What follows belongs to an exercise in optimizing a design on an open flow for small area, a short achievable clock period and few clock cycles; a production flow would make more cautious choices. In this exercise RTL edits were held to simulation tests only and were not proved equivalent to the original. No driver is modelled on the clock port, so clocking that relies on it looks cheaper here than on a real chip. No activity file was given, so power comes from the tool's default toggle rates.

Setup of v6:
==> module apb_rd_nand2, before the edit <==
module apb_rd_nand2 (
    input  wire [31:0] a, b,
    output wire [31:0] y
);
    assign y = ~(a & b);
endmodule
==> module apb_rd_and4, before the edit <==
module apb_rd_and4 (
    input  wire [31:0] a, b, c, d,
    output wire [31:0] y
);
    assign y = a & b & c & d;
endmodule
==> module apb_system_top, before the edit <==
module apb_system_top #(
    parameter ADDR_WIDTH = 32,
    parameter DATA_WIDTH = 32,
    parameter NUM_SLAVES = 3
)(
    input  wire                    pclk,
    input  wire                    presetn,
    input  wire                    transfer_req,
    input  wire [ADDR_WIDTH-1:0]   transfer_addr,
    input  wire [DATA_WIDTH-1:0]   transfer_wdata,
    input  wire                    transfer_write,
    output wire                    transfer_ready,
    output wire [DATA_WIDTH-1:0]   transfer_rdata,
    output wire                    transfer_error
);
    wire [3:0] slave  = transfer_addr[19:16];
    wire [5:0] word   = transfer_addr[7:2];
    wire       mapped = (slave[3:2] == 2'b00) && (slave[1:0] != 2'b11);
    wire       inwin  = (transfer_addr[31:20] == 12'h0) && (transfer_addr[15:8] == 8'h0);
    wire       hit    = mapped && inwin;
    wire       wr     = transfer_req && transfer_write && hit;
    wire [31:0] wd0 = transfer_wdata & {32{presetn}};
    wire [31:0] wd1 = transfer_wdata | {32{!presetn}};
    wire [3:0] p0 = 4'b0001 << word[1:0];
    wire [3:0] p1 = 4'b0001 << word[3:2];
    wire [3:0] p2 = 4'b0001 << word[5:4];
    wire [3:0] sd = 4'b0001 << slave[1:0];
    wire [64*32-1:0] ya;
    genvar s, w, b;
    generate
        for (w = 0; w < 64; w = w + 1) begin : g_w
            wire        wl = p2[w/16] & p1[(w/4)%4] & p0[w%4];
            wire [2:0]  sel;
            wire [31:0] q [0:2];
            for (s = 0; s < 3; s = s + 1) begin : g_s
                localparam [31:0] INIT = (s << 24) + w;
                wire [31:0] wd;
                for (b = 0; b < 32; b = b + 1) begin : g_b
                    assign wd[b] = INIT[b] ? wd1[b] : wd0[b];
                end
                wire we = (wr && sd[s] && wl) || !presetn;
                reg [31:0] m;
                always @(posedge pclk)
                    if (we) m <= wd;
                assign q[s]   = m;
                assign sel[s] = sd[s] & wl;
            end
            apb_rd_aoi3 u_a (.s0(sel[0]), .s1(sel[1]), .s2(sel[2]),
                             .d0(q[0]), .d1(q[1]), .d2(q[2]), .y(ya[w*32 +: 32]));
        end
    endgenerate
    wire [16*32-1:0] yb;
    wire [8*32-1:0]  yc;
    wire [4*32-1:0]  yd;
    genvar k;
    generate
        for (k = 0; k < 16; k = k + 1) begin : g_b4
            apb_rd_and4 u_b (.a(ya[(4*k)*32 +: 32]), .b(ya[(4*k+1)*32 +: 32]),
                             .c(ya[(4*k+2)*32 +: 32]), .d(ya[(4*k+3)*32 +: 32]),
                             .y(yb[k*32 +: 32]));
        end
        for (k = 0; k < 8; k = k + 1) begin : g_c2
            apb_rd_nand2 u_c (.a(yb[(2*k)*32 +: 32]), .b(yb[(2*k+1)*32 +: 32]),
                              .y(yc[k*32 +: 32]));
        end
        for (k = 0; k < 4; k = k + 1) begin : g_d2
            apb_rd_nor2 u_d (.a(yc[(2*k)*32 +: 32]), .b(yc[(2*k+1)*32 +: 32]),
                             .y(yd[k*32 +: 32]));
        end
    endgenerate
    reg [4*32-1:0] rd_n;
    reg            error_q;
    always @(posedge pclk) begin
        rd_n[0 +: 32]  <= ~(({32{hit}} & ~yd[0 +: 32]) | ((mapped && !inwin) ? 32'hDEADBEEF : 32'd0));
        rd_n[32 +: 32] <= ~({32{hit}} & ~yd[32 +: 32]);
        rd_n[64 +: 32] <= ~({32{hit}} & ~yd[64 +: 32]);
        rd_n[96 +: 32] <= ~({32{hit}} & ~yd[96 +: 32]);
        error_q <= !hit;
    end
    reg ready_q;
    always @(posedge pclk or negedge presetn)
        if (!presetn) ready_q <= 1'b0;
        else          ready_q <= 1'b1;
    assign transfer_ready = ready_q;
    assign transfer_rdata = ~(rd_n[0 +: 32] & rd_n[32 +: 32] & rd_n[64 +: 32] & rd_n[96 +: 32]);
    assign transfer_error = error_q;
endmodule
export LEC_CHECK = 0
export CAP_MARGIN = 30
export CORE_MARGIN = 2
export CORE_UTILIZATION = 60
export CTS_BUF_LIST = sky130_fd_sc_hd__clkbuf_16
export CTS_CLUSTER_DIAMETER = 100
export CTS_CLUSTER_SIZE = 25
export SETUP_SLACK_MARGIN = 3.0
export SLEW_MARGIN = 50
export SYNTH_HIERARCHICAL = 1
export SYNTH_MINIMUM_KEEP_SIZE = 0
export TNS_END_PERCENT = 10
create_clock -name core_clock -period 6.0 [get_ports {pclk}]
standard.sh (not shown) runs the stock make flow with config.mk's settings and CLKGATE_MAP_FILE= SYNTH_SCRIPT=/design/flow/synth_recipe.tcl, a recipe that flattens the netlist after the stock synthesis.
==> flow/flow/run.sh <==
#!/bin/bash
# Layout flow: the standard layout, with one extra step after clock tree
# synthesis: the cells on the slowest paths are sized (other drive strengths
# of the same cell, no new cells and no logic change) by a greedy search on
# placement parasitics, and the placement is legalized again. The standard
# flow then continues from global routing to the finished layout.
set -euo pipefail
W=$(pwd)
R=$W/orfs/results/${FLOW_PLATFORM}/apb_system_top/base
bash standard.sh "$R/4_cts.odb" > "$W/std_pass1.log" 2>&1
cp "$R/4_cts.odb" "$W/cts_pass1.odb"
ECO_IN="$W/cts_pass1.odb" ECO_SDC="$R/4_cts.sdc" ECO_OUT="$R/4_cts.odb" \
  GS_TCL="$W/flow/gsize.tcl" GS_ITER=8 GS_PATHS=64 \
  PLATFORM_DIR="$FLOW_HOME/platforms/$FLOW_PLATFORM" \
  openroad -no_init -exit "$W/flow/ctsgs.tcl" > "$W/ctsgs.log" 2>&1
rm -f "$W/cts_pass1.odb"
bash standard.sh finish > "$W/std_pass2.log" 2>&1
Other scripts of this flow, unchanged in this note and not shown: flow/flow/ctsgs.tcl, flow/flow/gsize.tcl
Testbench counts of v6, summed over its fixed seeds: cycles 4,800.
Relative to v6, the following input files were edited for v7:
-- flow/design.v --
<<< v6, line 23
);
    assign y = ~(a | b);
endmodule
module apb_rd_nand2 (
    input  wire [31:0] a, b,
    output wire [31:0] y
);
    assign y = ~(a & b);
endmodule
module apb_rd_and4 (
    input  wire [31:0] a, b, c, d,
    output wire [31:0] y
);
    assign y = a & b & c & d;
endmodule
module apb_system_top #(
>>> v7, line 23
);
    assign y = ~(a | b);
endmodule
module apb_system_top #(
<<< v6, line 89
    wire [16*32-1:0] yb;
    wire [8*32-1:0]  yc;
    wire [4*32-1:0]  yd;
    genvar k;
    generate
        for (k = 0; k < 16; k = k + 1) begin : g_b4
            apb_rd_and4 u_b (.a(ya[(4*k)*32 +: 32]), .b(ya[(4*k+1)*32 +: 32]),
                             .c(ya[(4*k+2)*32 +: 32]), .d(ya[(4*k+3)*32 +: 32]),
                             .y(yb[k*32 +: 32]));
        end
        for (k = 0; k < 8; k = k + 1) begin : g_c2
            apb_rd_nand2 u_c (.a(yb[(2*k)*32 +: 32]), .b(yb[(2*k+1)*32 +: 32]),
                              .y(yc[k*32 +: 32]));
        end
        for (k = 0; k < 4; k = k + 1) begin : g_d2
            apb_rd_nor2 u_d (.a(yc[(2*k)*32 +: 32]), .b(yc[(2*k+1)*32 +: 32]),
                             .y(yd[k*32 +: 32]));
        end
    endgenerate
    reg [4*32-1:0] rd_n;
    reg            error_q;
    always @(posedge pclk) begin
        rd_n[0 +: 32]  <= ~(({32{hit}} & ~yd[0 +: 32]) | ((mapped && !inwin) ? 32'hDEADBEEF : 32'd0));
        rd_n[32 +: 32] <= ~({32{hit}} & ~yd[32 +: 32]);
        rd_n[64 +: 32] <= ~({32{hit}} & ~yd[64 +: 32]);
        rd_n[96 +: 32] <= ~({32{hit}} & ~yd[96 +: 32]);
        error_q <= !hit;
    end
>>> v7, line 77
    wire [16*32-1:0] yb;
    wire [8*32-1:0]  yc;
    wire [2*32-1:0]  yd;
    genvar k;
    generate
        for (k = 0; k < 16; k = k + 1) begin : g_b4
            apb_rd_nand4 u_b (.a(ya[(4*k)*32 +: 32]), .b(ya[(4*k+1)*32 +: 32]),
                              .c(ya[(4*k+2)*32 +: 32]), .d(ya[(4*k+3)*32 +: 32]),
                              .y(yb[k*32 +: 32]));
        end
        for (k = 0; k < 8; k = k + 1) begin : g_c2
            apb_rd_nor2 u_c (.a(yb[(2*k)*32 +: 32]), .b(yb[(2*k+1)*32 +: 32]),
                             .y(yc[k*32 +: 32]));
        end
        for (k = 0; k < 2; k = k + 1) begin : g_d4
            apb_rd_nand4 u_d (.a(yc[(4*k)*32 +: 32]), .b(yc[(4*k+1)*32 +: 32]),
                              .c(yc[(4*k+2)*32 +: 32]), .d(yc[(4*k+3)*32 +: 32]),
                              .y(yd[k*32 +: 32]));
        end
    endgenerate
    reg [31:0] rd0_n, rd1_n;
    reg        error_q;
    always @(posedge pclk) begin
        rd0_n   <= ~(({32{hit}} & yd[0 +: 32]) | ((mapped && !inwin) ? 32'hDEADBEEF : 32'd0));
        rd1_n   <= ~({32{hit}} & yd[32 +: 32]);
        error_q <= !hit;
    end
<<< v6, line 120
        else          ready_q <= 1'b1;
    assign transfer_ready = ready_q;
    assign transfer_rdata = ~(rd_n[0 +: 32] & rd_n[32 +: 32] & rd_n[64 +: 32] & rd_n[96 +: 32]);
    assign transfer_error = error_q;
endmodule
>>> v7, line 107
        else          ready_q <= 1'b1;
    assign transfer_ready = ready_q;
    assign transfer_rdata = ~(rd0_n & rd1_n);
    assign transfer_error = error_q;
endmodule
==> comparison <==
Worst slew margin relative to its limit for v7 is higher than for v6.
The worst-path cell with the longest stage delay comes out sky130_fd_sc_hd__nand4_1 in one run and sky130_fd_sc_hd__a222oi_1 in the other, namely in v7 and v6 respectively.
Of the two candidates, v6 has the worse worst hold margin and v7 the better one.
[compare] base=v6 new=v7: number of non-filler instances in the completed layout -1.1%; sequential cell count -1.0%; clock network power share -0.2 points.
Testbench counts of v7, summed over its fixed seeds: cycles 4,800.

-- separate check: timing with driven ports --
Ports are ideal in the flow. The routed layouts listed here were re-timed in OpenROAD.
Step 1: set_driving_cell puts a clkbuf_16 on pclk and a buf_2 on each other input, an assumption about the parent block.
Step 2, shift: input delay + t, output delay - t, t = (earliest + latest rising clock arrival at the registers) / 2. This alone moves slack from input paths to output paths.
a / b / c = ideal / step 1 / step 2; a / b = the first two.
run	shift t [ns]	setup slack, ns	latest minus earliest clock arrival (ns)	slew at the worst register clock pin (ns)	worst data-port slew with drivers (ns)
v6	1.071	2.821 / 2.735 / 1.800	0.042 / 0.041	0.10 / 0.10	0.16
v7	1.066	2.743 / 2.796 / 1.730	0.053 / 0.054	0.10 / 0.10	0.16
After both steps setup and hold are still met in every run listed. The setup slack of v6, which loses most, moves by -0.086 ns with the drivers and by -1.021 ns with both steps.
